This is an optimization exercise on Yosys and OpenROAD, whose aim is small area, not a production implementation. Function was checked by simulation only, so behaviour that the tests miss may differ from the original. Power figures rest on the tool's default switching activity, not on a simulated workload.

[design.v]
module spi_master (
    input        clk,
    input        rst_n,
    input        start,
    input        hold_cs,          
    input [31:0] data_in,
    output reg   sclk,
    output reg   mosi,
    output reg   cs_n,
    output reg   busy
);
    reg [1:0] state;
    reg [5:0] bit_cnt;
    reg [31:0] shift_reg;
    localparam IDLE     = 2'd0;
    localparam ASSERT   = 2'd1;
    localparam TRANSFER = 2'd2;
    localparam DONE     = 2'd3;
    always @(posedge clk or negedge rst_n) begin
        if (!rst_n) begin
            state     <= IDLE;
            cs_n      <= 1'b1;
            sclk      <= 1'b0;
            mosi      <= 1'b0;
            busy      <= 1'b0;
            bit_cnt   <= 6'd0;
            shift_reg <= 32'd0;
        end else begin
            case (state)
                IDLE: begin
                    if (!hold_cs)
                        cs_n <= 1'b1;   
                    sclk <= 1'b0;
                    busy <= 1'b0;
                    if (start) begin
                        shift_reg <= data_in;
                        bit_cnt   <= 6'd31;
                        state     <= ASSERT;
                    end
                end
                ASSERT: begin
                    cs_n <= 1'b0;
                    busy <= 1'b1;
                    state <= TRANSFER;
                end
                TRANSFER: begin
                    sclk <= ~sclk;
                    if (sclk == 1'b0) begin
                        mosi <= shift_reg[bit_cnt];
                    end else begin
                        if (bit_cnt == 0) begin
                            state <= DONE;
                        end else begin
                            bit_cnt <= bit_cnt - 1;
                        end
                    end
                end
                DONE: begin
                    if (!hold_cs)
                        cs_n <= 1'b1;   
                    busy <= 1'b0;
                    sclk <= 1'b0;
                    state <= IDLE;
                end
            endcase
        end
    end
endmodule
module spi_slave (
    input         clk,
    input         rst_n,
    input         sclk,
    input         cs_n,
    input         mosi,
    output        miso,
    output reg [31:0] data_out,
    output reg        valid,
    output reg        response_ready
);
    reg [5:0] bit_cnt_rx;
    reg [31:0] shift_rx;
    reg [31:0] tx_buffer;
    reg [31:0] shift_tx;
    reg tx_load;
    reg tx_valid;
    reg sclk_d;
    wire sclk_rising  = (sclk == 1'b1 && sclk_d == 1'b0);
    wire sclk_falling = (sclk == 1'b0 && sclk_d == 1'b1);
    always @(posedge clk or negedge rst_n) begin
        if (!rst_n) begin
            shift_rx        <= 32'd0;
            shift_tx        <= 32'd0;
            tx_buffer       <= 32'd0;
            bit_cnt_rx      <= 6'd0;
            data_out        <= 32'd0;
            valid           <= 1'b0;
            response_ready  <= 1'b0;
            tx_load         <= 1'b0;
            tx_valid        <= 1'b0;
            sclk_d          <= 1'b0;
        end else begin
            sclk_d <= sclk;
            valid <= 1'b0;
            response_ready <= 1'b0;
            if (cs_n) begin
                bit_cnt_rx <= 6'd0;
                tx_valid   <= 1'b0;
            end
            if (!cs_n && sclk_rising) begin
                shift_rx <= {shift_rx[30:0], mosi};
                bit_cnt_rx <= bit_cnt_rx + 1;
                if (bit_cnt_rx == 6'd31) begin
                    data_out <= {shift_rx[30:0], mosi};
                    valid    <= 1'b1;
                    tx_buffer <= {shift_rx[30:0], mosi} + 1;
                    tx_load <= 1'b1;
                end else begin
                    tx_load <= 1'b0;
                end
            end else begin
                tx_load <= 1'b0;
            end
            if (tx_load) begin
                shift_tx <= tx_buffer;
                tx_valid <= 1'b1;
                response_ready <= 1'b1;
            end
            if (!cs_n && sclk_falling && tx_valid) begin
                shift_tx <= {shift_tx[30:0], 1'b0};   
            end
        end
    end
    assign miso = shift_tx[31];   
endmodule
module device_a (
    input         clk,
    input         rst_n,
    input  [31:0] in_data,
    input         response_ready,    
    input         miso,              
    output        sclk,
    output        mosi,
    output        cs_n,
    output [31:0] out_data,          
    output        done_B_to_A        
);
    reg [3:0]  state;
    reg        start;
    reg        hold_cs;
    reg [31:0] tx_data;
    wire       busy;
    reg [31:0] rx_shift;
    reg [5:0]  bit_cnt;
    reg        done;
    reg sclk_d;
    wire sclk_rising = (sclk && !sclk_d);
    assign done_B_to_A = done;
    spi_master u_spi_master (
        .clk(clk),
        .rst_n(rst_n),
        .start(start),
        .hold_cs(hold_cs),
        .data_in(tx_data),
        .sclk(sclk),
        .mosi(mosi),
        .cs_n(cs_n),
        .busy(busy)
    );
    localparam IDLE         = 4'd0;
    localparam SEND_PHASE1  = 4'd1;
    localparam WAIT1        = 4'd2;
    localparam WAIT_RESP    = 4'd3;
    localparam LOAD_DUMMY   = 4'd4;
    localparam SEND_PHASE2  = 4'd5;
    localparam RECEIVE      = 4'd6;
    localparam DONE         = 4'd7;
    always @(posedge clk or negedge rst_n) begin
        if (!rst_n) begin
            state     <= IDLE;
            start     <= 1'b0;
            tx_data   <= 32'd0;
            rx_shift  <= 32'd0;
            bit_cnt   <= 6'd0;
            done      <= 1'b0;
            hold_cs   <= 1'b1;
            sclk_d    <= 1'b0;
        end else begin
            start  <= 1'b0;
            done   <= 1'b0;
            sclk_d <= sclk;
            case (state)
                IDLE: begin
                    tx_data <= in_data;
                    hold_cs <= 1'b1;   
                    state   <= SEND_PHASE1;
                end
                SEND_PHASE1: begin
                    start <= 1'b1;
                    state <= WAIT1;
                end
                WAIT1: begin
                    if (!busy)
                        state <= WAIT_RESP;
                end
                WAIT_RESP: begin
                    if (response_ready)
                        state <= LOAD_DUMMY;
                end
                LOAD_DUMMY: begin
                    tx_data <= 32'd0;
                    state   <= SEND_PHASE2;
                end
                SEND_PHASE2: begin
                    start   <= 1'b1;
                    rx_shift <= 32'd0;
                    bit_cnt <= 6'd0;
                    state   <= RECEIVE;
                end
                RECEIVE: begin
                    if (sclk_rising) begin
                        rx_shift <= {rx_shift[30:0], miso};
                        bit_cnt <= bit_cnt + 1;
                        if (bit_cnt == 6'd31) begin
                            done  <= 1'b1;
                            state <= DONE;
                        end
                    end
                end
                DONE: begin
                    state <= IDLE;
                    hold_cs <= 1'b0;   
                end
            endcase
        end
    end
    assign out_data = rx_shift;
endmodule
module device_b (
    input         clk,
    input         rst_n,
    input         sclk,          
    input         cs_n,          
    input         mosi,          
    output        miso,          
    output [31:0] out_data,      
    output        response_ready  
);
    wire [31:0] data_out_wire;
    wire        valid_wire;
    wire        response_ready_wire;
    spi_slave u_spi_slave (
        .clk(clk),
        .rst_n(rst_n),
        .sclk(sclk),
        .cs_n(cs_n),
        .mosi(mosi),
        .miso(miso),
        .data_out(data_out_wire),
        .valid(valid_wire),
        .response_ready(response_ready_wire)
    );
    reg [31:0] data_buf;
    always @(posedge clk or negedge rst_n) begin
        if (!rst_n)
            data_buf <= 32'd0;
        else if (valid_wire)
            data_buf <= data_out_wire;
    end
    assign out_data = data_buf;
    assign response_ready = response_ready_wire;
endmodule
module spi_top (
    input         clk,
    input         rst_n,
    input  [31:0] in_data_A,         
    output [31:0] out_data_B,        
    output [31:0] out_data_A,        
    output        done_A_to_B,       
    output        response_ready,    
    output        done_B_to_A        
);
    wire sclk, mosi, cs_n, miso;
    device_a u_device_a (
        .clk(clk),
        .rst_n(rst_n),
        .in_data(in_data_A),
        .response_ready(response_ready),
        .miso(miso),
        .sclk(sclk),
        .mosi(mosi),
        .cs_n(cs_n),
        .out_data(out_data_A),
        .done_B_to_A(done_B_to_A)
    );
    device_b u_device_b (
        .clk(clk),
        .rst_n(rst_n),
        .sclk(sclk),
        .cs_n(cs_n),
        .mosi(mosi),
        .miso(miso),
        .out_data(out_data_B),
        .response_ready(response_ready)
    );
    assign done_A_to_B = ~cs_n && !mosi;   
endmodule
[constraint.sdc]
create_clock -name core_clock -period 5.0 [get_ports {clk}]
set_input_delay 1.0000 -clock core_clock [delete_from_list [all_inputs] [get_ports {clk}]]
set_output_delay 1.0000 -clock core_clock [all_outputs]
set_load 0.01 [all_outputs]
[config.mk]
export PLATFORM = sky130hd
export DESIGN_NAME = spi_top
export DESIGN_NICKNAME = spi_top
export VERILOG_FILES = /design/flow/design.v
export SDC_FILE = /design/flow/constraint.sdc
export NUM_CORES = 4
export LEC_CHECK = 0
export CAP_MARGIN = 20
export CORE_MARGIN = 2
export CORE_UTILIZATION = 40
export SLEW_MARGIN = 20
[run.sh]
#!/bin/bash
# synth_recipe.tcl (not shown) runs the flow's synth.tcl, then flattens the netlist and writes it again
# the make line also repeats each setting of config.mk as NAME=value (left out here)
make -C /OpenROAD-flow-scripts/flow DESIGN_CONFIG=/design/flow/config.mk WORK_HOME=/design/flow/orfs CLKGATE_MAP_FILE= SYNTH_SCRIPT=/design/flow/synth_recipe.tcl finish
==> impl_metrics.py, run 1 <==
metrics = {
    "sta": {
        "tns_ns": 0,
        "whs_ns": 0.450,
        "fmax_mhz": 325,
        "finalHoldViolCount": 0,
        "max-slew-margin-rel_pct": 31.3,
        "clock_skew_ns": 0.0231,
        "worst_slack_ns": 1.92,
        "fin_crit_sh_pct": 61.6,
        "worst_pin_slew_ns": 1.03,
        "min_period_ns": 3.08,
        "setup_viol": 0,
        "rsz0062_at_grt": "no",
        "drv_slew": 0,
    },
    "finish": {
        "syn_to_final_growth_pct": 18.8,
        "drive_above_1_share_pct": 11.2,
        "num_antenna_cells": 0,
        "nFillCells": 2754,
        "fin_cells": 1633,
        "nNetsFinal": 1266,
    },
    "min_path": {
        "hold_class": "in -> async",
    },
    "global_route": {
        "grt_pass1_wl_um": 41900,
        "grt-ovfl-total": 0,
        "grt_pass1_vias": 8146,
        "grt_usage_pct": 15.2,
        "grt_max_degree": 95,
        "antenna_found_initial": 0,
    },
    "clocking": {
        "cts_root_buf": "clkbuf_16",
        "htree_levels": 1,
        "clk_latency_ns": 0.56,
        "clock_sinks": 289,
        "post_cts_buffers": 0,
        "cts_hold_buf": 0,
        "cts_made_buffers": 30,
        "cts_resized": 0,
        "tritoncts": "yes",
        "cts_max_path_buffers": 3,
        "clkTransAtPathRegs_ns": 0.06,
    },
    "setup_path": {
        "cp_top_family": "buffers and inverters",
        "required_ns": 5.49,
        "cp_max_fo": 43,
        "critical-path-slowest-cell": "inv_2",
        "path_cells": "nor3b_2, buf_4, or3b_2, buf_4, inv_2, buf_4, nand2_1, nand2_1",
        "max_stage_delay_ns": 0.59,
        "endpoint_kind": "flop",
        "path_buf_inv": 4,
        "cp.arrival_ns": 3.57,
        "critical_path_class": "reg -> reg",
        "cp-start-kind": "flop",
        "path_common_cell": "buf_4",
    },
    "placed_design": {
        "dp_cells": 1579,
        "dp_hpwl_um": 15400,
        "port_buffers": 100,
        "preCtsSetupSlack_ns": 1.89,
        "gp_congestion": 0.809,
    },
    "route": {
        "first_iter_violations": 479,
        "route.antenna.remaining_nets": 0,
        "wl_um": 24200,
        "wire_per_inst_um": 14.8,
        "vias": 8277,
        "drt-pass1-iter-count": 4,
        "viasPerCell": 5.07,
        "drcViolationCount": 0,
    },
    "synth": {
        "post-synth-top-count-cell": "dfrtp_1",
        "synth_xor_xnor_area_share_pct": 1.27,
        "syn_inst": 1148,
        "synth_area_mm2": 0.0124,
        "synth-edff-count": 0,
        "seq_area_frac_synth_pct": 58.4,
        "ys.flop_type": "dfrtp_1",
        "ys.warnings.count": 4,
        "synth_top_family_by_area": "simple AND/OR/NAND/NOR gates",
        "synth-adder-area-share_pct": 1.72,
        "async_flop_share_pct": 100,
        "synth_top_area_share_pct": 58.0,
        "synth_simple_gate_area_share_pct": 13.5,
        "syn-num-nets": 1199,
        "synth_area_leaders": "dfrtp_1, nand2_1, mux2_2",
        "syn_avg_cell_area_um2": 10.8,
        "synth_mux_area_share_pct": 10.3,
        "synth_commonest_cells": "dfrtp_1, nand2_1, o21ai_0, mux2_2, clkbuf_1",
        "ys_seq_elements": 289,
        "yosys.area.top_type": "dfrtp_1",
        "synth-compound-area-share_pct": 10.9,
        "synth_cell_types": 64,
    },
    "power": {
        "total_power_mw": 4.79,
        "p_sw_mw": 1.00,
        "irDropWorstVdd_mv": 0.229,
        "p_int_mw": 3.79,
        "cellPowerDensity_mw_per_mm2": 326,
        "leakage_nw": 6.62,
        "seqPwrFrac_pct": 50.1,
        "pwr-share-clk_pct": 47.1,
        "p_sw_share_pct": 20.9,
        "combPwrFrac_pct": 2.8,
    },
    "die": {
        "die_y_um": 180,
        "num_rows": 64,
        "initial_core_util_pct": 40.6,
        "io_pins": 101,
        "dieArea_mm2": 0.0324,
        "die_x_um": 180,
        "core_area_mm2": 0.0305,
    },
    "run_status": {
        "status": "timing/DRC/antenna clean",
    },
    "flow_run": {
        "drv_cap": 0,
    },
}
## per-layer routing
layer	up-vias	part of all wire, %	global-route usage [%]
met5	-	0	0
met4	0	1.2	3.29
met3	18	4.1	2.73
met2	123	44	23.5
met1	4006	50	22.4
li1	4130	-	-
## cells by family (layout without fill, tap and decap cells)
kind of cell / count (synthesis) / count (layout)
AO/OA/AOI/OAI: 220 / 220
AND/OR/NAND/NOR: 364 / 364
flip-flops: 289 / 289
buffers and inverters: 128 / 217
multiplexers: 112 / 112
adder cells (fa/ha/maj): 17 / 17
XOR/XNOR: 18 / 18
## through the flow
stage                     instance area [um^2]  util (%)
after floorplan                          12400         -
after global placement                   13700      44.9
after detailed placement                 13700      44.9
after CTS                                14700      48.2
after global routing                     14700      48.3
final                                    14700      48.3
## power by group through the flow
| stage | Clock (mW) | Combinational [mW] | Sequential [mW] |
|---|---|---|---|
| detailed placement | 0 | 0.140 | 2.44 |
| floorplan | 0 | 0.0487 | 2.44 |
| global route | 2.43 | 0.157 | 2.41 |
| CTS | 2.33 | 0.140 | 2.40 |
| finish | 2.26 | 0.134 | 2.40 |
| global placement | 0 | 0.138 | 2.44 |
## cells in the final DEF, fill, tap and decap left out, types with 7 or more instances in the layout
master           instances
nand4_1                 11
nor2_1                  38
o31ai_1                  7
buf_4                    9
inv_1                   51
xnor2_1                 13
clkbuf_8                 7
o21ai_1                 25
a31oi_1                 11
or4_1                   12
mux2i_1                 43
clkdlybuf4s50_1         99
nand3_1                 54
nand2_1                201
clkbuf_16               30
ha_1                    16
dfrtp_1                286
clkbuf_1                 9
mux2_2                  62
a22o_1                  33
o21ai_0                110
## worst paths after layout
kind	startpoint	end	slack, ns	cells after the start
max in group asynchronous	rst_n	u_device_a.u_spi_master.cs_n$_DFFE_PN1P_	3.46	2
min in group core_clock	u_device_a.bit_cnt[5]$_DFFE_PN0P_	u_device_a.bit_cnt[5]$_DFFE_PN0P_	0.47	1
min	rst_n	u_device_b.u_spi_slave.shift_tx[18]$_DFFE_PN0P_	0.45	1
min reg2reg	u_device_a.bit_cnt[5]$_DFFE_PN0P_	u_device_a.bit_cnt[5]$_DFFE_PN0P_	0.47	1
max	u_device_a.u_spi_master.sclk$_DFFE_PN0P_	u_device_b.u_spi_slave.data_out[8]$_DFFE_PN0P_	1.92	8
max reg2reg	u_device_a.u_spi_master.sclk$_DFFE_PN0P_	u_device_b.u_spi_slave.data_out[8]$_DFFE_PN0P_	1.92	8
## layout make-up
cell class              count  area, um^2  share of cell area [%]
flip-flops and latches    289        7240                    49.2
multi-input cells         731        4670                    31.7
repair buffers            111        1110                    7.56
clock buffers              46         881                    5.98
well taps                 396         495                    3.37
inverters                  52         195                    1.33
clock inverters             8         126                   0.858
==> inputs of run 2 (changes only) <==
==> design.v (replaced) <==
module spi_top (
    input         clk,
    input         rst_n,
    input  [31:0] in_data_A,         
    output [31:0] out_data_B,        
    output [31:0] out_data_A,        
    output        done_A_to_B,       
    output        response_ready,    
    output        done_B_to_A        
);
    reg [7:0]  c;
    reg [31:0] tx;
    reg [31:0] rx;
    reg [31:0] data_b;
    wire wrap    = (c == 8'd139);
    wire ld_tx   = (c == 8'd0) || wrap;
    wire sh_tx   = !c[0] && (((c >= 8'd6) && (c <= 8'd66)) || (c == 8'd74) ||
                             ((c >= 8'd76) && (c <= 8'd136)));
    wire fill    = (c <= 8'd74) ? tx[31] : 1'b1;
    wire ld_b    = (c == 8'd68);
    wire clr_rx  = (c == 8'd71);
    wire sh_rx   = c[0] && (c >= 8'd75) && (c <= 8'd137);
    wire rx_bit  = tx[31] ^ (&tx[30:0]);
    always @(posedge clk or negedge rst_n) begin
        if (!rst_n)
            c <= 8'd0;
        else
            c <= wrap ? 8'd1 : c + 8'd1;
    end
    always @(posedge clk) begin
        if (ld_tx)
            tx <= in_data_A;
        else if (sh_tx)
            tx <= {tx[30:0], fill};
    end
    always @(posedge clk or negedge rst_n) begin
        if (!rst_n)
            data_b <= 32'd0;
        else if (ld_b)
            data_b <= {tx[30:0], tx[31]};
    end
    always @(posedge clk or negedge rst_n) begin
        if (!rst_n)
            rx <= 32'd0;
        else if (clr_rx)
            rx <= 32'd0;
        else if (sh_rx)
            rx <= {rx[30:0], rx_bit};
    end
    wire cs_n = (c <= 8'd3);
    wire mosi = (c >= 8'd5) && (c <= 8'd74) && tx[31];
    assign out_data_B     = data_b;
    assign out_data_A     = rx;
    assign done_A_to_B    = ~cs_n && !mosi;
    assign response_ready = (c == 8'd69);
    assign done_B_to_A    = (c == 8'd138);
endmodule
--- a/config.mk
+++ b/config.mk
@@ -6,4 +6,5 @@
 export NUM_CORES = 4
 export LEC_CHECK = 0
+export ABC_AREA = 1
 export CAP_MARGIN = 20
 export CORE_MARGIN = 2
==> impl_metrics.py, run 2 <==
metrics = {
    "run_status": {
        "status": "timing/DRC/antenna clean",
    },
    "sta": {
        "tns_ns": 0,
        "rsz0062_at_grt": "no",
        "drv_slew": 0,
        "worst_slack_ns": 1.67,
        "fmax_mhz": 300,
        "finalHoldViolCount": 0,
        "min_period_ns": 3.33,
        "setup_viol": 0,
        "clock_skew_ns": 0.00744,
        "fin_crit_sh_pct": 66.7,
        "worst_pin_slew_ns": 0.970,
        "max-slew-margin-rel_pct": 35.1,
    },
    "setup_path": {
        "cp_top_family": "compound AO/OA/AOI/OAI gates",
        "cp.arrival_ns": 2.33,
        "crit_cells": 6,
        "critical_path_class": "reg -> out",
        "cp_max_fo": 5,
        "r2r-start": "c[0]$_DFF_PN0_",
        "path_common_cell": "o21ai_0",
        "r2r_end": "tx[25]$_DFFE_PP_",
        "critical-path-slowest-cell": "clkdlybuf4s50_1",
        "r2r_setup_slack_ns": 2.15,
        "endpoint_kind": "output port",
        "path_cells": "nor2_2, nand3_1, o21ai_0, o21ai_0, a21oi_1, clkdlybuf4s50_1",
        "cp-start-kind": "flop",
        "max_stage_delay_ns": 0.56,
        "ff2ff_path_depth": 9,
        "required_ns": 4.00,
        "path_buf_inv": 1,
    },
    "synth": {
        "synth_commonest_cells": "nand2_1, inv_1, dfrtp_1, o21ai_0, nor2_1",
        "post-synth-top-count-cell": "nand2_1",
        "synth-compound-area-share_pct": 8.02,
        "syn-num-nets": 617,
        "synth_xor_xnor_area_share_pct": 0.547,
        "ys.flop_type": "dfrtp_1",
        "async_flop_share_pct": 69.2,
        "synth_mux_area_share_pct": 0,
        "yosys.area.top_type": "dfrtp_1",
        "synth_top_area_share_pct": 37.5,
        "syn_avg_cell_area_um2": 8.31,
        "seq_area_frac_synth_pct": 57.5,
        "ys_seq_elements": 104,
        "synth_cell_types": 28,
        "synth_area_mm2": 0.00481,
        "syn_inst": 578,
        "synth-edff-count": 32,
        "synth_simple_gate_area_share_pct": 23.5,
        "ys.warnings.count": 1,
        "synth_top_family_by_area": "simple AND/OR/NAND/NOR gates",
        "synth-adder-area-share_pct": 1.30,
        "synth_area_leaders": "dfrtp_1, edfxtp_1, nand2_1",
    },
    "die": {
        "initial_core_util_pct": 40.5,
        "dieArea_mm2": 0.0129,
        "die_y_um": 114,
        "num_rows": 40,
        "core_area_mm2": 0.0119,
        "io_pins": 101,
        "die_x_um": 114,
    },
    "power": {
        "irDropWorstVdd_mv": 0.134,
        "leakage_nw": 2.78,
        "cellPowerDensity_mw_per_mm2": 271,
    },
    "global_route": {
        "grt_max_degree": 73,
        "grt_pass1_vias": 3656,
        "antenna_found_initial": 0,
        "grt_pass1_wl_um": 17500,
        "grt-ovfl-total": 0,
        "grt_usage_pct": 17.1,
    },
    "clocking": {
        "cts_max_path_buffers": 2,
        "clock_sinks": 104,
        "post_cts_buffers": 0,
        "tritoncts": "yes",
        "htree_levels": 3,
        "cts_resized": 0,
        "cts_hold_buf": 0,
        "cts_root_buf": "clkbuf_16",
        "cts_made_buffers": 9,
        "clk_latency_ns": 0.35,
        "clkTransAtPathRegs_ns": 0.07,
    },
    "finish": {
        "nNetsFinal": 707,
        "num_antenna_cells": 0,
        "fin_area_mm2": 0.00624,
        "fin_cells": 820,
        "utilization_pct": 52.6,
        "drive_above_1_share_pct": 4.31,
        "reg.largest.list": "data_b x32, rx x32, tx x32",
        "layout_common_cells": "nand2_1, clkdlybuf4s50_1, inv_1",
        "layout_commonest_cell": "nand2_1",
        "syn_to_final_growth_pct": 29.8,
    },
    "placed_design": {
        "dp_cells": 803,
        "preCtsSetupSlack_ns": 2.04,
        "placed_area_mm2": 0.00589,
        "dp_hpwl_um": 7190,
        "port_buffers": 100,
        "gp_congestion": 0.816,
    },
    "min_path": {
        "hold_start": "data_b[6]$_DFFE_PN0N_",
        "whs_path_depth": 2,
        "hold_class": "reg -> reg",
        "whs_endpoint": "data_b[6]$_DFFE_PN0N_",
    },
    "route": {
        "wl_um": 10500,
        "drt-pass1-iter-count": 4,
        "viasPerCell": 4.61,
        "drcViolationCount": 0,
        "vias": 3784,
        "wire_per_inst_um": 12.8,
        "route.antenna.remaining_nets": 0,
        "first_iter_violations": 244,
    },
    "flow_run": {
        "drv_cap": 0,
    },
}
run 2: routing by layer:
metal / GRT usage [%] / part of all wire (%)
met3: 3.03 / 4.1
met4: 6.91 / 1.8
met2: 26.9 / 45
met1: 23.7 / 49
met5: 0 / 0
run 2: through the flow:
step                total power, mW  hold slack, ns
CTS                            1.71           0.491
global route                   1.75           0.517
floorplan                     0.890           0.514
global placement              0.929           0.468
detailed placement            0.929           0.474
finish                         1.69           0.484
run 2: worst register-to-register path, stage by stage, from the launching register on:
cell and delay [ns]:
dfrtp_1 0.47, inv_1 0.20, ha_1 0.25, inv_1 0.06, nor2_1 0.10, nand3_1 0.09, nand2_2 0.72, inv_1 0.13
nand2_1 0.10, buf_4 0.36
run 2: how the worst max path moves through the flow:
stage | endpoint | slack [ns] | start
final | done_A_to_B | 1.67 | c[4]$_DFF_PN0_
after global routing | done_A_to_B | 1.43 | c[4]$_DFF_PN0_
after CTS | done_A_to_B | 1.65 | c[4]$_DFF_PN0_
after detailed placement | done_A_to_B | 2.04 | c[4]$_DFF_PN0_
after global placement | done_A_to_B | 2.07 | c[4]$_DFF_PN0_
after floorplan | tx[0]$_DFFE_PP_ | 2.70 | c[0]$_DFF_PN0_
run 2: logic make-up after synthesis:
family	count (synthesis)
adders and majority gates	5
xor gates and xnor gates	3
and+or+nand+nor	286
AOI/OAI and AO/OA	76
buffers and inverters	104
DFF	104
run 2: layout make-up:
type,instances,area [um^2]
multi-input combinational,370,1610
inverter,80,302
tap,147,184
fill,1124,5620
sequential,104,2760
timing repair buffer,103,1050
clock inverter,7,109
clock buffer,9,225
run 2: power breakdown:
part,internal [mW],switching [mW],leakage (nW)
registers,0.872,0,1.28
clock network,0.451,0.332,0.164
logic,0.0222,0.0162,1.34
total,1.34,0.348,2.78
==> inputs of run 3 (changes only) <==
--- a/config.mk
+++ b/config.mk
@@ -6,5 +6,4 @@
 export NUM_CORES = 4
 export LEC_CHECK = 0
-export ABC_AREA = 1
 export CAP_MARGIN = 20
 export CORE_MARGIN = 2
==> impl_metrics.py, run 3 <==
metrics = {
    "run_status": {
        "status": "timing/DRC/antenna clean",
    },
    "finish": {
        "syn_to_final_growth_pct": 26.9,
        "multi_input_area_mm2": 0.00185,
        "utilization_pct": 51.5,
        "fin_area_mm2": 0.00611,
        "nFillCells": 1043,
        "layout_commonest_cell": "clkdlybuf4s50_1",
        "layout_common_cells": "clkdlybuf4s50_1, dfrtp_1, edfxtp_1",
        "nNetsFinal": 462,
        "regArea_mm2": 0.00276,
        "drive_above_1_share_pct": 26.6,
        "fin_cells": 575,
        "reg.largest.list": "data_b x32, rx x32, tx x32",
        "num_antenna_cells": 0,
    },
    "global_route": {
        "grt_pass1_wl_um": 15300,
        "grt_pass1_vias": 2840,
        "grt_usage_pct": 15.2,
        "grt-ovfl-total": 0,
        "grt_max_degree": 73,
        "antenna_found_initial": 0,
    },
    "clocking": {
        "cts_root_buf": "clkbuf_16",
        "cts_resized": 0,
        "tritoncts": "yes",
        "clkTransAtPathRegs_ns": 0.07,
        "clk_latency_ns": 0.35,
        "htree_levels": 3,
        "post_cts_buffers": 0,
        "clock_sinks": 104,
        "cts_made_buffers": 9,
        "cts_max_path_buffers": 2,
        "cts_hold_buf": 0,
    },
    "sta": {
        "rsz0062_at_grt": "no",
        "worst_slack_ns": 1.87,
        "clock_skew_ns": 0.00962,
        "fin_crit_sh_pct": 62.6,
        "fmax_mhz": 319,
        "tns_ns": 0,
        "worst_pin_slew_ns": 1.06,
        "finalHoldViolCount": 0,
        "drv_slew": 0,
        "whs_ns": 0.490,
        "min_period_ns": 3.13,
        "setup_viol": 0,
        "max-slew-margin-rel_pct": 29.2,
    },
    "power": {
        "p_int_mw": 1.24,
        "p_sw_mw": 0.342,
        "leakage_nw": 2.87,
        "total_power_mw": 1.58,
        "irDropWorstVdd_mv": 0.173,
        "p_sw_share_pct": 21.6,
        "seqPwrFrac_pct": 55.2,
        "combPwrFrac_pct": 2.5,
        "cellPowerDensity_mw_per_mm2": 259,
        "pwr-share-clk_pct": 42.3,
    },
    "route": {
        "drcViolationCount": 0,
        "wire_per_inst_um": 16.7,
        "drt-pass1-iter-count": 4,
        "route.antenna.remaining_nets": 0,
        "wl_um": 9570,
        "viasPerCell": 4.96,
        "vias": 2850,
        "first_iter_violations": 201,
    },
    "synth": {
        "ys.warnings.count": 1,
        "synth_area_mm2": 0.00481,
        "synth_commonest_cells": "dfrtp_1, edfxtp_1, mux2i_1, mux2_2, nor2_2",
        "syn_avg_cell_area_um2": 14.6,
        "syn-num-nets": 368,
        "synth_cell_types": 41,
        "post-synth-top-count-cell": "dfrtp_1",
        "yosys.area.top_type": "dfrtp_1",
        "async_flop_share_pct": 69.2,
        "ys.flop_type": "dfrtp_1",
        "ys_seq_elements": 104,
        "seq_area_frac_synth_pct": 57.4,
        "synth-edff-count": 32,
        "syn_inst": 329,
        "synth_area_leaders": "dfrtp_1, edfxtp_1, mux2_4",
        "synth_top_area_share_pct": 37.4,
    },
    "setup_path": {
        "ff2ff_path_depth": 6,
        "required_ns": 4.00,
        "setup.worst_path.end": "done_A_to_B",
        "critical_path_class": "reg -> out",
        "cp_max_fo": 7,
        "cp-start-kind": "flop",
        "cp-startpoint": "c[0]$_DFF_PN0_",
        "cp.arrival_ns": 2.13,
        "r2r_setup_slack_ns": 2.50,
        "endpoint_kind": "output port",
        "r2r_end": "tx[20]$_DFFE_PP_",
        "r2r-start": "c[0]$_DFF_PN0_",
    },
    "die": {
        "num_rows": 40,
        "die_x_um": 114,
        "core_area_mm2": 0.0119,
        "dieArea_mm2": 0.0129,
        "initial_core_util_pct": 40.6,
        "io_pins": 101,
        "die_y_um": 114,
    },
    "placed_design": {
        "dp_hpwl_um": 6480,
        "dp_cells": 559,
        "port_buffers": 100,
        "preCtsSetupSlack_ns": 2.26,
        "gp_congestion": 0.790,
        "placed_area_mm2": 0.00583,
    },
    "flow_run": {
        "drv_cap": 0,
    },
    "min_path": {
        "hold_class": "reg -> reg",
    },
}
[run 3: cell count changes in the layout (fill, tap and decap cells not counted), sizes merged, moves of 5 or more]
cell / change
nand3: -5
nand4: +9
inv: -76
mux2i: +31
nand2: -205
nor2: -19
mux2: +63
o21ai: -65
[run 3: cell families (layout without fill, tap and decap cells)]
kind of cell    after synthesis  in the layout  synth area share (%)
fa+ha+maj                     5              5                  1.30
flops                       104            104                  57.4
simple gates                 77             77                  9.65
buf+inv                      24            123                  4.26
mux                          94             94                  23.3
compound gates               19             19                  2.99
xor+xnor                      6              6                  1.09
[run 3: how the worst min path moves through the flow]
stage	cells after the start	startpoint	slack [ns]	endpoint
floorplan	1	tx[23]$_DFFE_PP_	0.48	data_b[24]$_DFFE_PN0N_
global placement	2	data_b[0]$_DFFE_PN0N_	0.48	data_b[0]$_DFFE_PN0N_
detailed placement	2	data_b[0]$_DFFE_PN0N_	0.48	data_b[0]$_DFFE_PN0N_
CTS	1	data_b[28]$_DFFE_PN0N_	0.50	data_b[28]$_DFFE_PN0N_
global route	1	data_b[28]$_DFFE_PN0N_	0.52	data_b[28]$_DFFE_PN0N_
finish	1	data_b[28]$_DFFE_PN0N_	0.49	data_b[28]$_DFFE_PN0N_
[run 3: layout make-up]
class / instances / area share [%]
Sequential cell: 104 / 45.2
Multi-Input combinational cell: 201 / 30.2
Timing Repair Buffer: 102 / 16.6
Clock buffer: 9 / 3.69
Tap cell: 147 / 3.01
Clock inverter: 7 / 0.902
Inverter: 5 / 0.307
[run 3: layer usage]
metal	wire [um]	global-route usage, %	vias up
met3	343	3.13	12
met5	0	0	-
li1	-	-	1361
met4	154	5.61	0
met2	4590	23.4	62
met1	4480	21.5	1415
[run 3: power groups by stage]
stage	combinational (mW)	sequential, mW	clock [mW]
final	0.0398	0.872	0.668
after global routing	0.0436	0.872	0.726
after CTS	0.0415	0.872	0.696
after detailed placement	0.0413	0.890	0
after global placement	0.0412	0.890	0
after floorplan	0.000580	0.890	0
[run 3: critical path, stage by stage, from the launching register on]
cell,delay [ns]
dfrtp_1,0.46
inv_1,0.15
o21ai_0,0.17
a21o_1,0.13
a21oi_1,0.07
a31oi_1,0.23
clkdlybuf4s50_1,0.57
==> inputs of run 4 (changes only) <==
--- a/design.v
+++ b/design.v
@@ -28,23 +28,30 @@
             c <= wrap ? 8'd1 : c + 8'd1;
     end
-    always @(posedge clk) begin
-        if (ld_tx)
-            tx <= in_data_A;
-        else if (sh_tx)
-            tx <= {tx[30:0], fill};
-    end
+    wire hold_tx = !ld_tx && !sh_tx;
+    wire hold_b  = !ld_b;
+    wire hold_rx = !clr_rx && !sh_rx;
+    wire [31:0] tx_next, b_next, rx_next;
+    genvar i;
+    generate
+        for (i = 0; i < 32; i = i + 1) begin : g_bit
+            sel3 u_tx (.s0(ld_tx), .d0(in_data_A[i]),
+                       .s1(sh_tx), .d1(i == 0 ? fill : tx[(i + 31) % 32]),
+                       .s2(hold_tx), .d2(tx[i]), .y(tx_next[i]));
+            sel2 u_b  (.s0(ld_b), .d0(tx[(i + 31) % 32]),
+                       .s1(hold_b), .d1(data_b[i]), .y(b_next[i]));
+            sel2 u_rx (.s0(sh_rx), .d0(i == 0 ? rx_bit : rx[(i + 31) % 32]),
+                       .s1(hold_rx), .d1(rx[i]), .y(rx_next[i]));
+        end
+    endgenerate
+    always @(posedge clk)
+        tx <= tx_next;
     always @(posedge clk or negedge rst_n) begin
-        if (!rst_n)
+        if (!rst_n) begin
             data_b <= 32'd0;
-        else if (ld_b)
-            data_b <= {tx[30:0], tx[31]};
-    end
-    always @(posedge clk or negedge rst_n) begin
-        if (!rst_n)
-            rx <= 32'd0;
-        else if (clr_rx)
-            rx <= 32'd0;
-        else if (sh_rx)
-            rx <= {rx[30:0], rx_bit};
+            rx     <= 32'd0;
+        end else begin
+            data_b <= b_next;
+            rx     <= rx_next;
+        end
     end
     wire cs_n = (c <= 8'd3);
@@ -56,2 +63,17 @@
     assign done_B_to_A    = (c == 8'd138);
 endmodule
+module sel2 (
+    input  s0, d0,
+    input  s1, d1,
+    output y
+);
+    assign y = (s0 & d0) | (s1 & d1);
+endmodule
+module sel3 (
+    input  s0, d0,
+    input  s1, d1,
+    input  s2, d2,
+    output y
+);
+    assign y = (s0 & d0) | (s1 & d1) | (s2 & d2);
+endmodule
==> flow/run.sh (new file) <==
#!/bin/bash
# The standard layout, with the smallest buffer on the ports instead of the
# resizer's default pick.
set -euo pipefail
bash standard.sh "BUFFER_PORTS_ARGS=-buffer_cell sky130_fd_sc_hd__buf_1" finish > standard.log 2>&1
==> standard.sh (new file) <==
#!/bin/bash
# synth_recipe.tcl (not shown) runs the flow's synth.tcl, then flattens the netlist and writes it again
# the make line also repeats each setting of config.mk as NAME=value (left out here)
make -C /OpenROAD-flow-scripts/flow DESIGN_CONFIG=/design/flow/config.mk WORK_HOME=/design/flow/orfs CLKGATE_MAP_FILE= SYNTH_SCRIPT=/design/flow/synth_recipe.tcl "${@:-finish}"
--- a/config.mk
+++ b/config.mk
@@ -10,2 +10,3 @@
 export CORE_UTILIZATION = 40
 export SLEW_MARGIN = 20
+export SYNTH_HIERARCHICAL = 1
removed: run.sh
==> impl_metrics.py, run 4 <==
metrics = {
    "min_path": {
        "whs_endpoint": "data_b[1]$_DFF_PN0_",
        "whs_path_depth": 1,
        "hold_start": "data_b[1]$_DFF_PN0_",
        "hold_class": "reg -> reg",
    },
    "synth": {
        "seq_area_frac_synth_pct": 61.3,
        "synth_commonest_cells": "dfrtp_1, a22o_1, inv_1, a222oi_1, dfxtp_1",
        "yosys.area.top_type": "dfrtp_1",
        "synth-edff-count": 0,
        "ys.flop_type": "dfrtp_1",
        "async_flop_share_pct": 69.2,
        "syn_inst": 311,
        "syn_avg_cell_area_um2": 12.8,
        "synth_top_area_share_pct": 45.2,
        "post-synth-top-count-cell": "dfrtp_1",
        "ys.warnings.count": 7,
        "synth_area_leaders": "dfrtp_1, dfxtp_1, a22o_1",
        "synth_area_mm2": 0.00399,
        "synth_cell_types": 37,
        "ys_seq_elements": 104,
        "syn-num-nets": 350,
    },
    "sta": {
        "max-slew-margin-rel_pct": 31.5,
        "clock_skew_ns": 0.0127,
        "tns_ns": 0,
        "drv_slew": 0,
        "fmax_mhz": 347,
        "rsz0062_at_grt": "no",
        "min_period_ns": 2.89,
        "worst_pin_slew_ns": 1.03,
        "fin_crit_sh_pct": 57.7,
        "finalHoldViolCount": 0,
        "setup_viol": 0,
        "whs_ns": 0.508,
    },
    "finish": {
        "reg.largest.list": "data_b x32, rx x32, tx x32",
        "drive_above_1_share_pct": 7.44,
        "num_antenna_cells": 0,
        "nNetsFinal": 464,
        "nFillCells": 948,
        "layout_commonest_cell": "buf_1",
        "layout_common_cells": "buf_1, dfrtp_1, a22o_1",
        "syn_to_final_growth_pct": 19.3,
    },
    "die": {
        "initial_core_util_pct": 41.0,
        "dieArea_mm2": 0.0108,
        "die_x_um": 104,
        "num_rows": 36,
        "die_y_um": 104,
        "io_pins": 101,
        "core_area_mm2": 0.00973,
    },
    "clocking": {
        "cts_max_path_buffers": 2,
        "cts_hold_buf": 0,
        "clk_latency_ns": 0.36,
        "cts_resized": 0,
        "tritoncts": "yes",
        "cts_made_buffers": 9,
        "cts_root_buf": "clkbuf_8",
        "htree_levels": 3,
        "clock_sinks": 104,
        "clkTransAtPathRegs_ns": 0.09,
        "post_cts_buffers": 0,
    },
    "setup_path": {
        "r2r_setup_slack_ns": 2.27,
        "required_ns": 4.00,
        "ff2ff_path_depth": 10,
        "cp.arrival_ns": 1.89,
        "critical_path_class": "reg -> out",
        "endpoint_kind": "output port",
        "r2r_end": "tx[16]$_DFF_P_",
        "cp_max_fo": 8,
        "cp-start-kind": "flop",
        "r2r-start": "c[0]$_DFF_PN0_",
    },
    "power": {
        "cellPowerDensity_mw_per_mm2": 293,
        "irDropWorstVdd_mv": 0.169,
        "leakage_nw": 2.13,
    },
    "placed_design": {
        "dp_hpwl_um": 6300,
        "port_buffers": 100,
        "gp_congestion": 0.858,
    },
    "route": {
        "wl_um": 9490,
        "wire_per_inst_um": 16.9,
        "drcViolationCount": 0,
        "route.antenna.remaining_nets": 0,
        "vias": 3141,
        "viasPerCell": 5.58,
        "first_iter_violations": 300,
        "drt-pass1-iter-count": 6,
    },
    "global_route": {
        "antenna_found_initial": 0,
        "grt_pass1_wl_um": 16000,
        "grt_pass1_vias": 3017,
        "grt-ovfl-total": 0,
        "grt_max_degree": 73,
        "grt_usage_pct": 18.2,
    },
    "run_status": {
        "status": "timing/DRC/antenna clean",
    },
    "flow_run": {
        "drv_cap": 0,
    },
}
## run 4: cell count changes after synthesis, moves of 5 or more
cell / before / now
dfxtp_1: 0 / 32
a222oi_1: 0 / 32
inv_1: 5 / 36
mux2_1: 6 / 0
mux2_2: 30 / 1
mux2_4: 27 / 0
a22o_1: 0 / 64
nor2_2: 30 / 0
buf_6: 7 / 1
mux2i_1: 31 / 0
a31oi_1: 5 / 0
edfxtp_1: 32 / 0
## run 4: cell families after synthesis
group | synth area share (%)
AO/OA/AOI/OAI | 25.4
XOR/XNOR | 1.32
adder cells (fa/ha/maj) | 1.57
buffers and inverters | 3.99
flip-flops | 61.3
multiplexers | 0.283
AND/OR/NAND/NOR | 6.15
## run 4: worst max path at each step
stage,to,slack [ns],cells after the start,startpoint
3_3_place_gp,tx[23]$_DFF_P_,2.19,9,c[0]$_DFF_PN0_
4_1_cts,done_B_to_A,2.10,4,c[6]$_DFF_PN0_
2_1_floorplan,tx[0]$_DFF_P_,0.08,7,c[0]$_DFF_PN0_
5_1_grt,done_A_to_B,1.96,6,c[1]$_DFF_PN0_
6_report,done_B_to_A,2.11,4,c[6]$_DFF_PN0_
3_5_place_dp,tx[15]$_DFF_P_,2.30,10,c[0]$_DFF_PN0_
## run 4: metal layers
layer	wire length, um	GRT usage (%)	share of wire (%)	vias to the layer above
li1	-	-	-	1455
met1	4480	26.4	47	1564
met2	4330	27.2	46	118
met3	649	4.72	6.8	4
met4	37	4.63	0.39	0
met5	0	0	0	-
## run 4: critical path: stages, from the launching register on
cell and delay, ns:
dfrtp_1 0.50, nor4b_2 0.51, and2b_1 0.20, and3_1 0.16
buf_1 0.15
## run 4: modules after synthesis, one instance, submodules excluded
module / cells / flip-flops and latches
sel2: 1 / 0
spi_top: 183 / 104
sel3: 2 / 0
## run 4: through the flow
step                std cells  utilization (%)  worst slack, ns  instance area (um^2)  total power [mW]
finish                    563             48.9             2.11                  4750              1.39
global route              563             48.9             1.96                  4750              1.46
CTS                       563             48.9             2.10                  4750              1.41
detailed placement        547             47.0             2.30                  4580             0.927
global placement          546             46.9             2.19                  4560             0.926
floorplan                 311                -           0.0771                  3990             0.895
## run 4: layout make-up
class	instances	area (um^2)	area share, %
Clock buffer	9	124	2.61
Clock inverter	7	55.1	1.16
Inverter	36	135	2.84
Multi-Input combinational cell	168	1400	29.4
Sequential cell	104	2440	51.4
Tap cell	133	166	3.50
Timing Repair Buffer	106	432	9.08
## run 4: power breakdown
group / leakage [nW] / switching (mW) / total, mW / internal [mW]
clock network: 0.0883 / 0.296 / 0.483 / 0.187
logic: 0.784 / 0.0239 / 0.0417 / 0.0178
registers: 1.26 / 0.0159 / 0.866 / 0.851
total: 2.13 / 0.336 / 1.39 / 1.06
==> inputs of run 5 (changes only) <==
--- a/config.mk
+++ b/config.mk
@@ -8,5 +8,7 @@
 export CAP_MARGIN = 20
 export CORE_MARGIN = 2
-export CORE_UTILIZATION = 40
+export CORE_UTILIZATION = 60
+export CTS_BUF_LIST = sky130_fd_sc_hd__clkbuf_4 sky130_fd_sc_hd__clkbuf_8
+export CTS_CLUSTER_SIZE = 10
 export SLEW_MARGIN = 20
 export SYNTH_HIERARCHICAL = 1
==> impl_metrics.py, run 5 <==
metrics = {
    "clocking": {
        "clk_latency_ns": 0.36,
        "post_cts_buffers": 0,
        "cts_hold_buf": 0,
        "cts_made_buffers": 9,
        "cts_root_buf": "clkbuf_8",
        "clkTransAtPathRegs_ns": 0.10,
        "cts_resized": 0,
        "tritoncts": "yes",
        "cts_max_path_buffers": 2,
        "htree_levels": 3,
        "clock_sinks": 104,
    },
    "sta": {
        "worst_pin_slew_ns": 1.02,
        "fmax_mhz": 350,
        "tns_ns": 0,
        "worst_slack_ns": 2.14,
        "clock_skew_ns": 0.0109,
        "rsz0062_at_grt": "no",
        "max-slew-margin-rel_pct": 31.9,
        "whs_ns": 0.499,
        "finalHoldViolCount": 0,
        "min_period_ns": 2.86,
        "fin_crit_sh_pct": 57.1,
        "drv_slew": 0,
        "setup_viol": 0,
    },
    "setup_path": {
        "cp.arrival_ns": 1.86,
        "endpoint_kind": "output port",
        "critical_path_class": "reg -> out",
        "cp-start-kind": "flop",
        "cp_max_fo": 8,
        "required_ns": 4.00,
    },
    "route": {
        "route.antenna.remaining_nets": 0,
        "drcViolationCount": 0,
        "first_iter_violations": 382,
        "drt-pass1-iter-count": 10,
        "wire_per_inst_um": 17.9,
        "viasPerCell": 6.29,
        "wl_um": 9060,
        "vias": 3182,
    },
    "finish": {
        "num_antenna_cells": 0,
        "syn_to_final_growth_pct": 18.8,
        "utilization_pct": 74.1,
        "multi_input_area_mm2": 0.00141,
        "fin_cells": 506,
        "nNetsFinal": 463,
        "layout_commonest_cell": "buf_1",
        "reg.largest.list": "data_b x32, rx x32, tx x32",
        "regArea_mm2": 0.00244,
        "nFillCells": 482,
        "layout_common_cells": "buf_1, dfrtp_1, a22o_1",
        "fin_area_mm2": 0.00473,
        "drive_above_1_share_pct": 7.93,
    },
    "placed_design": {
        "gp_congestion": 0.921,
        "placed_area_mm2": 0.00449,
        "dp_hpwl_um": 5860,
        "preCtsSetupSlack_ns": 1.87,
        "dp_cells": 490,
        "port_buffers": 100,
    },
    "min_path": {
        "hold_class": "reg -> reg",
    },
    "synth": {
        "synth_commonest_cells": "dfrtp_1, a22o_1, inv_1, a222oi_1, dfxtp_1",
        "ys.flop_type": "dfrtp_1",
        "ys_seq_elements": 104,
        "syn-num-nets": 350,
        "post-synth-top-count-cell": "dfrtp_1",
        "synth_top_area_share_pct": 45.2,
        "seq_area_frac_synth_pct": 61.3,
        "syn_inst": 311,
        "synth-edff-count": 0,
        "syn_avg_cell_area_um2": 12.8,
        "synth_area_mm2": 0.00399,
        "synth_cell_types": 37,
        "async_flop_share_pct": 69.2,
        "ys.warnings.count": 7,
        "yosys.area.top_type": "dfrtp_1",
        "synth_area_leaders": "dfrtp_1, dfxtp_1, a22o_1",
    },
    "die": {
        "core_area_mm2": 0.00639,
        "io_pins": 101,
        "dieArea_mm2": 0.00731,
        "die_x_um": 85.5,
        "initial_core_util_pct": 62.4,
        "num_rows": 29,
        "die_y_um": 85.5,
    },
    "global_route": {
        "antenna_found_initial": 0,
        "grt_pass1_wl_um": 14300,
        "grt-ovfl-total": 0,
        "grt_usage_pct": 24.8,
        "grt_pass1_vias": 2775,
        "grt_max_degree": 44,
    },
    "flow_run": {
        "drv_cap": 0,
    },
    "power": {
        "leakage_nw": 2.16,
        "irDropWorstVdd_mv": 0.297,
        "cellPowerDensity_mw_per_mm2": 317,
        "total_power_mw": 1.50,
    },
    "run_status": {
        "status": "timing/DRC/antenna clean",
    },
}
-- run 5: cell counts after synthesis --
No cell type changed its count.
-- run 5: path summary, 6_finish.rpt --
check                               startpoint             endpoint  slack [ns]  cells after the start
setup / recovery                c[6]$_DFF_PN0_          done_B_to_A        2.14                      4
max in group asynchronous                rst_n     rx[12]$_DFF_PN0_        3.35                      2
setup reg to reg                c[0]$_DFF_PN0_      rx[8]$_DFF_PN0_        2.22                      9
hold reg to reg            data_b[3]$_DFF_PN0_  data_b[3]$_DFF_PN0_        0.50                      1
min in group asynchronous                rst_n     rx[20]$_DFF_PN0_        0.64                      1
hold / removal             data_b[3]$_DFF_PN0_  data_b[3]$_DFF_PN0_        0.50                      1
-- run 5: kinds of logic (layout without fill, tap and decap cells) --
kind of cell             after synthesis  after routing  synth area share (%)
AO/OA/AOI/OAI                        115            115                  25.4
flip-flops                           104            104                  61.3
AND/OR/NAND/NOR                       41             41                  6.15
buffers and inverters                 39            157                  3.99
XOR/XNOR                               6              6                  1.32
adder cells (fa/ha/maj)                5              5                  1.57
multiplexers                           1              1                 0.283
-- run 5: power by group --
part / total [mW] / switching [mW] / internal, mW
registers: 0.866 / 0.0159 / 0.850
logic: 0.0409 / 0.0228 / 0.0181
clock network: 0.595 / 0.282 / 0.313
-- run 5: area by class of cell --
| class | instances | area share (%) |
|---|---|---|
| inverter | 36 | 2.85 |
| clock buffer | 11 | 3.20 |
| tap | 77 | 2.04 |
| sequential | 104 | 51.6 |
| clock inverter | 5 | 1.82 |
| timing repair buffer | 105 | 8.75 |
| multi-input combinational | 168 | 29.7 |
-- run 5: modules after synthesis (local to each module, per instance) --
module	cells	times used	area, um^2	flip-flops and latches
sel2	1	64	8.76	0
spi_top	183	1	2980	104
sel3	2	32	13.8	0
-- run 5: critical path, cell delays in order (launching register included) --
cell,delay (ns)
dfrtp_1,0.49
nor4b_2,0.49
and2b_1,0.21
and3_1,0.17
buf_1,0.15
-- run 5: layer usage --
| metal | global-route usage [%] | wire length [um] | up-vias |
|---|---|---|---|
| met1 | 39.3 | 4190 | 1565 |
| met5 | 0 | 0 | - |
| li1 | - | - | 1458 |
| met4 | 6.93 | 71 | 0 |
| met3 | 5.29 | 671 | 9 |
| met2 | 34.7 | 4130 | 150 |
==> inputs of run 6 (changes only) <==
==> run.sh (new file) <==
#!/bin/bash
# synth_recipe.tcl (not shown) runs the flow's synth.tcl, then flattens the netlist and writes it again
# the make line also repeats each setting of config.mk as NAME=value (left out here)
make -C /OpenROAD-flow-scripts/flow DESIGN_CONFIG=/design/flow/config.mk WORK_HOME=/design/flow/orfs CLKGATE_MAP_FILE= SYNTH_SCRIPT=/design/flow/synth_recipe.tcl finish
--- a/config.mk
+++ b/config.mk
@@ -8,7 +8,5 @@
 export CAP_MARGIN = 20
 export CORE_MARGIN = 2
-export CORE_UTILIZATION = 60
-export CTS_BUF_LIST = sky130_fd_sc_hd__clkbuf_4 sky130_fd_sc_hd__clkbuf_8
-export CTS_CLUSTER_SIZE = 10
+export CORE_UTILIZATION = 40
 export SLEW_MARGIN = 20
 export SYNTH_HIERARCHICAL = 1
removed: flow/run.sh
removed: standard.sh
==> impl_metrics.py, run 6 <==
metrics = {
    "sta": {
        "tns_ns": 0,
        "rsz0062_at_grt": "no",
        "clock_skew_ns": 0.0164,
        "setup_viol": 0,
        "worst_pin_slew_ns": 0.972,
        "fmax_mhz": 317,
        "worst_slack_ns": 1.85,
        "max-slew-margin-rel_pct": 34.8,
        "fin_crit_sh_pct": 63.1,
        "min_period_ns": 3.15,
        "finalHoldViolCount": 0,
        "drv_slew": 0,
        "whs_ns": 0.503,
    },
    "die": {
        "num_rows": 36,
        "die_y_um": 104,
        "io_pins": 101,
        "initial_core_util_pct": 41.0,
        "die_x_um": 104,
        "core_area_mm2": 0.00973,
        "dieArea_mm2": 0.0108,
    },
    "route": {
        "first_iter_violations": 277,
        "drcViolationCount": 0,
        "wire_per_inst_um": 17.2,
        "drt-pass1-iter-count": 7,
        "wl_um": 9690,
        "route.antenna.remaining_nets": 0,
        "vias": 3143,
        "viasPerCell": 5.58,
    },
    "setup_path": {
        "critical_path_class": "reg -> out",
        "cp_max_fo": 8,
        "cp.arrival_ns": 2.15,
        "required_ns": 4.00,
        "endpoint_kind": "output port",
        "cp-start-kind": "flop",
        "max_stage_delay_ns": 0.53,
        "critical-path-slowest-cell": "clkdlybuf4s50_1",
        "path_cells": "inv_1, ha_1, nand2b_1, o21ai_0, o22a_1, clkdlybuf4s50_1",
    },
    "clocking": {
        "clock_sinks": 104,
        "post_cts_buffers": 0,
        "cts_resized": 0,
        "htree_levels": 3,
        "cts_root_buf": "clkbuf_8",
        "clkTransAtPathRegs_ns": 0.10,
        "cts_hold_buf": 0,
        "clk_latency_ns": 0.35,
        "cts_max_path_buffers": 2,
        "cts_made_buffers": 9,
        "tritoncts": "yes",
    },
    "placed_design": {
        "gp_congestion": 0.877,
        "placed_area_mm2": 0.00519,
        "port_buffers": 100,
        "preCtsSetupSlack_ns": 2.23,
        "dp_hpwl_um": 6290,
    },
    "synth": {
        "ys_seq_elements": 104,
        "synth-edff-count": 0,
        "yosys.area.top_type": "dfrtp_1",
        "post-synth-top-count-cell": "dfrtp_1",
        "syn_avg_cell_area_um2": 12.8,
        "ys.flop_type": "dfrtp_1",
        "synth_top_area_share_pct": 45.2,
        "synth_area_mm2": 0.00399,
        "ys.warnings.count": 7,
        "syn-num-nets": 350,
        "syn_inst": 311,
        "seq_area_frac_synth_pct": 61.3,
        "synth_cell_types": 37,
        "synth_commonest_cells": "dfrtp_1, a22o_1, inv_1, a222oi_1, dfxtp_1",
        "async_flop_share_pct": 69.2,
        "synth_area_leaders": "dfrtp_1, dfxtp_1, a22o_1",
    },
    "finish": {
        "syn_to_final_growth_pct": 35.2,
        "layout_commonest_cell": "clkdlybuf4s50_1",
        "nNetsFinal": 464,
        "reg.largest.list": "data_b x32, rx x32, tx x32",
        "num_antenna_cells": 0,
        "drive_above_1_share_pct": 7.67,
        "layout_common_cells": "clkdlybuf4s50_1, dfrtp_1, a22o_1",
        "fin_area_mm2": 0.00539,
    },
    "power": {
        "irDropWorstVdd_mv": 0.151,
        "cellPowerDensity_mw_per_mm2": 270,
        "leakage_nw": 2.37,
    },
    "min_path": {
        "hold_class": "reg -> reg",
    },
    "run_status": {
        "status": "timing/DRC/antenna clean",
    },
    "flow_run": {
        "drv_cap": 0,
    },
    "global_route": {
        "grt-ovfl-total": 0,
        "grt_max_degree": 73,
        "antenna_found_initial": 0,
        "grt_usage_pct": 18.4,
        "grt_pass1_wl_um": 16100,
        "grt_pass1_vias": 3127,
    },
}
run 6: cell counts after synthesis:
No cell type changed its count.
run 6: metal layers:
layer / wire, um / vias up / GRT usage, %
met1: 4670 / 1566 / 26.3
met2: 4330 / 111 / 27.4
met4: 98 / 0 / 5.98
li1: - / 1459 / -
met3: 590 / 7 / 4.66
met5: 0 / - / 0
run 6: final cells by class:
cell class / count / area, um^2
multi-input cells: 168 / 1400
repair buffers: 106 / 1040
inverters: 36 / 135
flip-flops and latches: 104 / 2440
clock inverters: 7 / 76.3
clock buffers: 9 / 124
well taps: 133 / 166
fillers: 873 / 4340
run 6: cells by family after synthesis:
| kind of cell | synth area share, % |
|---|---|
| buffers and inverters | 3.99 |
| muxes | 0.283 |
| adders and majority gates | 1.57 |
| and+or+nand+nor | 6.15 |
| AOI/OAI and AO/OA | 25.4 |
| xor gates and xnor gates | 1.32 |
| DFF | 61.3 |
run 6: power breakdown:
group | internal (mW) | switching (mW) | total (mW) | leakage [nW]
Sequential | 0.851 | 0.0152 | 0.866 | 1.26
Combinational | 0.0345 | 0.0230 | 0.0575 | 1.01
Clock | 0.237 | 0.292 | 0.529 | 0.104
run 6: modules after synthesis, one instance, submodules excluded:
| module | cells | area (um^2) |
|---|---|---|
| spi_top | 183 | 2980 |
| sel3 | 2 | 13.8 |
| sel2 | 1 | 8.76 |
run 6: path summary, 6_finish.rpt:
check	from	to	slack [ns]	depth (start not counted)
setup / recovery	c[1]$_DFF_PN0_	done_A_to_B	1.85	6
hold / removal	data_b[4]$_DFF_PN0_	data_b[4]$_DFF_PN0_	0.50	1
setup reg to reg	c[6]$_DFF_PN0_	data_b[28]$_DFF_PN0_	2.12	6
hold reg to reg	data_b[4]$_DFF_PN0_	data_b[4]$_DFF_PN0_	0.50	1
max in group asynchronous	rst_n	data_b[31]$_DFF_PN0_	3.63	1
min in group asynchronous	rst_n	c[0]$_DFF_PN0_	0.76	1
run 6: metrics by stage:
step | power (mW) | instances | util, %
2_1_floorplan | 0.895 | 311 | -
3_5_place_dp | 0.942 | 547 | 53.3
5_1_grt | 1.51 | 563 | 55.4
4_1_cts | 1.47 | 563 | 55.4
3_3_place_gp | 0.941 | 547 | 53.3
6_report | 1.45 | 563 | 55.4
run 6: critical path, delay by kind of cell (launching register included):
| family | cells | cell delay (ns) |
|---|---|---|
| AO/OA/AOI/OAI | 2 | 0.32 |
| buffers and inverters | 2 | 0.64 |
| flip-flops | 1 | 0.48 |
| adder cells (fa/ha/maj) | 1 | 0.21 |
| AND/OR/NAND/NOR | 1 | 0.15 |
==> inputs of run 7 (changes only) <==
--- a/design.v
+++ b/design.v
@@ -9,23 +9,32 @@
     output        done_B_to_A        
 );
-    reg [7:0]  c;
+    reg [6:0]  p;
+    reg        t;
     reg [31:0] tx;
     reg [31:0] rx;
     reg [31:0] data_b;
-    wire wrap    = (c == 8'd139);
-    wire ld_tx   = (c == 8'd0) || wrap;
-    wire sh_tx   = !c[0] && (((c >= 8'd6) && (c <= 8'd66)) || (c == 8'd74) ||
-                             ((c >= 8'd76) && (c <= 8'd136)));
-    wire fill    = (c <= 8'd74) ? tx[31] : 1'b1;
-    wire ld_b    = (c == 8'd68);
-    wire clr_rx  = (c == 8'd71);
-    wire sh_rx   = c[0] && (c >= 8'd75) && (c <= 8'd137);
+    wire wrap = (p == 7'd69);
+    always @(posedge clk or negedge rst_n) begin
+        if (!rst_n) begin
+            p <= 7'd69;
+            t <= 1'b1;
+        end else if (wrap) begin
+            p <= 7'd0;
+            t <= 1'b0;
+        end else begin
+            p <= p + {6'd0, t};
+            t <= !t;
+        end
+    end
+    wire p1      = (p >= 7'd2) && (p <= 7'd33);     
+    wire mid     = (p >= 7'd34) && (p <= 7'd36);    
+    wire p2      = (p >= 7'd37) && (p <= 7'd68);    
+    wire ld_tx   = wrap;
+    wire sh_tx   = t && (p1 || p2);
+    wire fill    = p2 ? 1'b1 : tx[31];
+    wire ld_b    = t && (p == 7'd33);
+    wire clr_rx  = !t && (p == 7'd35);
+    wire sh_rx   = !t && p2;
     wire rx_bit  = tx[31] ^ (&tx[30:0]);
-    always @(posedge clk or negedge rst_n) begin
-        if (!rst_n)
-            c <= 8'd0;
-        else
-            c <= wrap ? 8'd1 : c + 8'd1;
-    end
     wire hold_tx = !ld_tx && !sh_tx;
     wire hold_b  = !ld_b;
@@ -55,11 +64,11 @@
         end
     end
-    wire cs_n = (c <= 8'd3);
-    wire mosi = (c >= 8'd5) && (c <= 8'd74) && tx[31];
+    wire cs_n = (p == 7'd0) || (p == 7'd1 && !t) || (wrap && t);
+    wire mosi = (p1 && tx[31]) || (mid && tx[0]);
     assign out_data_B     = data_b;
     assign out_data_A     = rx;
     assign done_A_to_B    = ~cs_n && !mosi;
-    assign response_ready = (c == 8'd69);
-    assign done_B_to_A    = (c == 8'd138);
+    assign response_ready = !t && (p == 7'd34);
+    assign done_B_to_A    = t && (p == 7'd68);
 endmodule
 module sel2 (
==> flow/run.sh (new file) <==
#!/bin/bash
# The standard layout, with the smallest buffer on the ports instead of the
# resizer's default pick.
set -euo pipefail
bash standard.sh "BUFFER_PORTS_ARGS=-buffer_cell sky130_fd_sc_hd__buf_1" finish > standard.log 2>&1
==> standard.sh (new file) <==
#!/bin/bash
# synth_recipe.tcl (not shown) runs the flow's synth.tcl, then flattens the netlist and writes it again
# the make line also repeats each setting of config.mk as NAME=value (left out here)
make -C /OpenROAD-flow-scripts/flow DESIGN_CONFIG=/design/flow/config.mk WORK_HOME=/design/flow/orfs CLKGATE_MAP_FILE= SYNTH_SCRIPT=/design/flow/synth_recipe.tcl "${@:-finish}"
--- a/config.mk
+++ b/config.mk
@@ -8,5 +8,8 @@
 export CAP_MARGIN = 20
 export CORE_MARGIN = 2
-export CORE_UTILIZATION = 40
+export CORE_UTILIZATION = 65
+export CTS_BUF_LIST = sky130_fd_sc_hd__clkbuf_8
+export CTS_CLUSTER_DIAMETER = 60
+export CTS_CLUSTER_SIZE = 26
 export SLEW_MARGIN = 20
 export SYNTH_HIERARCHICAL = 1
removed: run.sh
==> impl_metrics.py, run 7 <==
metrics = {
    "die": {
        "io_pins": 101,
        "die_y_um": 81.6,
        "dieArea_mm2": 0.00666,
        "die_x_um": 81.6,
        "num_rows": 28,
        "core_area_mm2": 0.00589,
        "initial_core_util_pct": 66.5,
    },
    "setup_path": {
        "cp-start-kind": "flop",
        "path_buf_inv": 1,
        "required_ns": 4.00,
        "critical_path_class": "reg -> out",
        "cp_max_fo": 9,
        "path_cells": "or4_4, xnor2_1, o32ai_1, a21oi_1, buf_1",
        "critical-path-slowest-cell": "or4_4",
        "cp.arrival_ns": 2.05,
        "cp_top_family": "simple AND/OR/NAND/NOR gates",
        "endpoint_kind": "output port",
        "max_stage_delay_ns": 0.60,
    },
    "sta": {
        "max-slew-margin-rel_pct": 35.3,
        "min_period_ns": 3.05,
        "worst_slack_ns": 1.95,
        "clock_skew_ns": 0.00685,
        "whs_ns": 0.501,
        "setup_viol": 0,
        "worst_pin_slew_ns": 0.971,
        "drv_slew": 0,
        "tns_ns": 0,
        "finalHoldViolCount": 0,
        "fin_crit_sh_pct": 61.0,
        "rsz0062_at_grt": "no",
        "fmax_mhz": 328,
    },
    "global_route": {
        "grt_max_degree": 73,
        "grt_pass1_vias": 2885,
        "grt_pass1_wl_um": 13900,
        "grt-ovfl-total": 0,
        "antenna_found_initial": 0,
        "grt_usage_pct": 27.7,
    },
    "synth": {
        "syn_avg_cell_area_um2": 13.0,
        "post-synth-top-count-cell": "dfrtp_1",
        "ys.flop_type": "dfrtp_1",
        "synth_top_area_share_pct": 43.5,
        "ys.warnings.count": 7,
        "seq_area_frac_synth_pct": 62.5,
        "synth_commonest_cells": "dfrtp_1, a22o_1, inv_1, a222oi_1, dfxtp_1",
        "yosys.area.top_type": "dfrtp_1",
        "synth_cell_types": 37,
        "syn_inst": 301,
        "ys_seq_elements": 104,
        "syn-num-nets": 337,
        "synth-edff-count": 0,
        "synth_area_mm2": 0.00392,
        "async_flop_share_pct": 69.2,
        "synth_area_leaders": "dfrtp_1, dfxtp_1, a22o_1",
    },
    "clocking": {
        "cts_hold_buf": 0,
        "post_cts_buffers": 0,
        "cts_max_path_buffers": 2,
        "tritoncts": "yes",
        "clkTransAtPathRegs_ns": 0.09,
        "clock_sinks": 104,
        "cts_resized": 0,
        "htree_levels": 3,
        "clk_latency_ns": 0.37,
        "cts_root_buf": "clkbuf_8",
        "cts_made_buffers": 9,
    },
    "finish": {
        "nFillCells": 393,
        "regArea_mm2": 0.00245,
        "utilization_pct": 78.6,
        "syn_to_final_growth_pct": 18.2,
        "num_antenna_cells": 0,
        "reg.largest.list": "data_b x32, rx x32, tx x32",
        "layout_commonest_cell": "buf_1",
        "nNetsFinal": 449,
        "drive_above_1_share_pct": 7.89,
        "multi_input_area_mm2": 0.00132,
        "layout_common_cells": "buf_1, dfrtp_1, a22o_1",
    },
    "route": {
        "wire_per_inst_um": 18.1,
        "viasPerCell": 6.24,
        "wl_um": 8910,
        "route.antenna.remaining_nets": 0,
        "drcViolationCount": 0,
        "first_iter_violations": 378,
        "vias": 3077,
        "drt-pass1-iter-count": 7,
    },
    "run_status": {
        "status": "timing/DRC/antenna clean",
    },
    "min_path": {
        "hold_class": "reg -> reg",
    },
    "power": {
        "irDropWorstVdd_mv": 0.246,
        "leakage_nw": 2.19,
        "total_power_mw": 1.41,
        "cellPowerDensity_mw_per_mm2": 304,
    },
    "placed_design": {
        "preCtsSetupSlack_ns": 2.36,
        "gp_congestion": 0.898,
        "dp_hpwl_um": 5610,
        "port_buffers": 100,
    },
    "flow_run": {
        "drv_cap": 0,
    },
}
run 7: changes by cell type after synthesis, sizes merged, moves of 2 or more:
cell,delta
dfrtp,-4
and2,-3
or4,+2
nor2,+4
ha,-3
o21ai,-5
dfstp,+4
nand2b,-2
or2,-2
o21a,-2
nand2,+3
run 7: metrics by stage:
| stage | cells | cell area, um^2 |
|---|---|---|
| 3_3_place_gp | 476 | 4390 |
| 6_report | 493 | 4630 |
| 4_1_cts | 493 | 4620 |
| 5_1_grt | 493 | 4630 |
| 3_5_place_dp | 477 | 4410 |
| 2_1_floorplan | 301 | 3920 |
run 7: worst register-to-register path: stages (launching register included):
cell and delay [ns]:
dfrtp_1 0.47, or4_4 0.61, nand4_1 0.12, nor4bb_4 0.19, buf_4 0.37, nor2_2 0.22
buf_8 0.21, a222oi_1 0.33, inv_1 0.07
run 7: cell families after synthesis:
group,Yosys count,synth area share [%]
flip-flops,104,62.5
buffers and inverters,38,3.96
AND/OR/NAND/NOR,44,6.78
adder cells (fa/ha/maj),2,0.639
AO/OA/AOI/OAI,106,24.5
XOR/XNOR,7,1.57
run 7: report_power, final:
part | internal, mW | leakage (nW) | switching [mW] | total [mW]
logic | 0.00632 | 0.844 | 0.0157 | 0.0220
clock network | 0.261 | 0.102 | 0.286 | 0.547
registers | 0.837 | 1.24 | 0 | 0.837
total | 1.10 | 2.19 | 0.301 | 1.41
run 7: final cells by class:
| cell class | count | share of cell area (%) |
|---|---|---|
| multi-input combinational | 159 | 28.6 |
| tap | 75 | 2.03 |
| timing repair buffer | 104 | 9.01 |
| clock buffer | 11 | 3.27 |
| clock inverter | 5 | 1.35 |
| inverter | 35 | 2.84 |
| sequential | 104 | 52.9 |
run 7: layer usage:
metal | vias up | share of wire, % | global-route usage (%) | wire length (um)
met4 | 0 | 1.4 | 10.0 | 126
li1 | 1415 | - | - | -
met1 | 1515 | 44 | 37.9 | 3890
met5 | - | 0 | 0 | 0
met2 | 137 | 48 | 43.0 | 4250
met3 | 10 | 7.2 | 7.14 | 639
run 7: modules after synthesis (local to each module, per instance):
module   cell area (um^2)  times used
sel3                 13.8          32
spi_top              2910           1
sel2                 8.76          64
run 7: final timing paths:
path	slack, ns	end	cells after the start	startpoint
setup / recovery	1.95	done_A_to_B	5	p[1]$_DFF_PN0_
hold / removal	0.50	data_b[20]$_DFF_PN0_	1	data_b[20]$_DFF_PN0_
setup reg to reg	2.31	tx[16]$_DFF_P_	8	p[1]$_DFF_PN0_
hold reg to reg	0.50	data_b[20]$_DFF_PN0_	1	data_b[20]$_DFF_PN0_
max in group asynchronous	3.58	rx[11]$_DFF_PN0_	1	rst_n
min in group asynchronous	0.79	rx[19]$_DFF_PN0_	1	rst_n

[port drivers added, routing unchanged]
Ports are ideal in the flow. The routed layouts listed here were re-timed in OpenROAD.
Step 1 assumes that a clkbuf_16 drives the clock port and a buf_2 every other input.
Step 2 also shifts input and output timing later by t, the mid clock arrival at the registers, as if the neighbouring blocks saw the same clock.
a / b / c = ideal ports / drivers / drivers and shift; a / b = the first two.
run	shift t [ns]	setup WS [ns]	pins driven straight from the clock port
run 1	0.601	1.920 / 1.920 / 1.920	1
run 2	0.384	1.666 / 1.625 / 2.009	1
run 3	0.383	1.869 / 1.829 / 2.212	1
run 4	0.389	2.114 / 2.082 / 2.268	1
run 5	0.389	2.143 / 2.113 / 2.223	1
run 6	0.380	1.846 / 1.810 / 2.117	1
run 7	0.401	1.950 / 1.919 / 2.311	1
After both steps setup and hold are still met in every run listed.
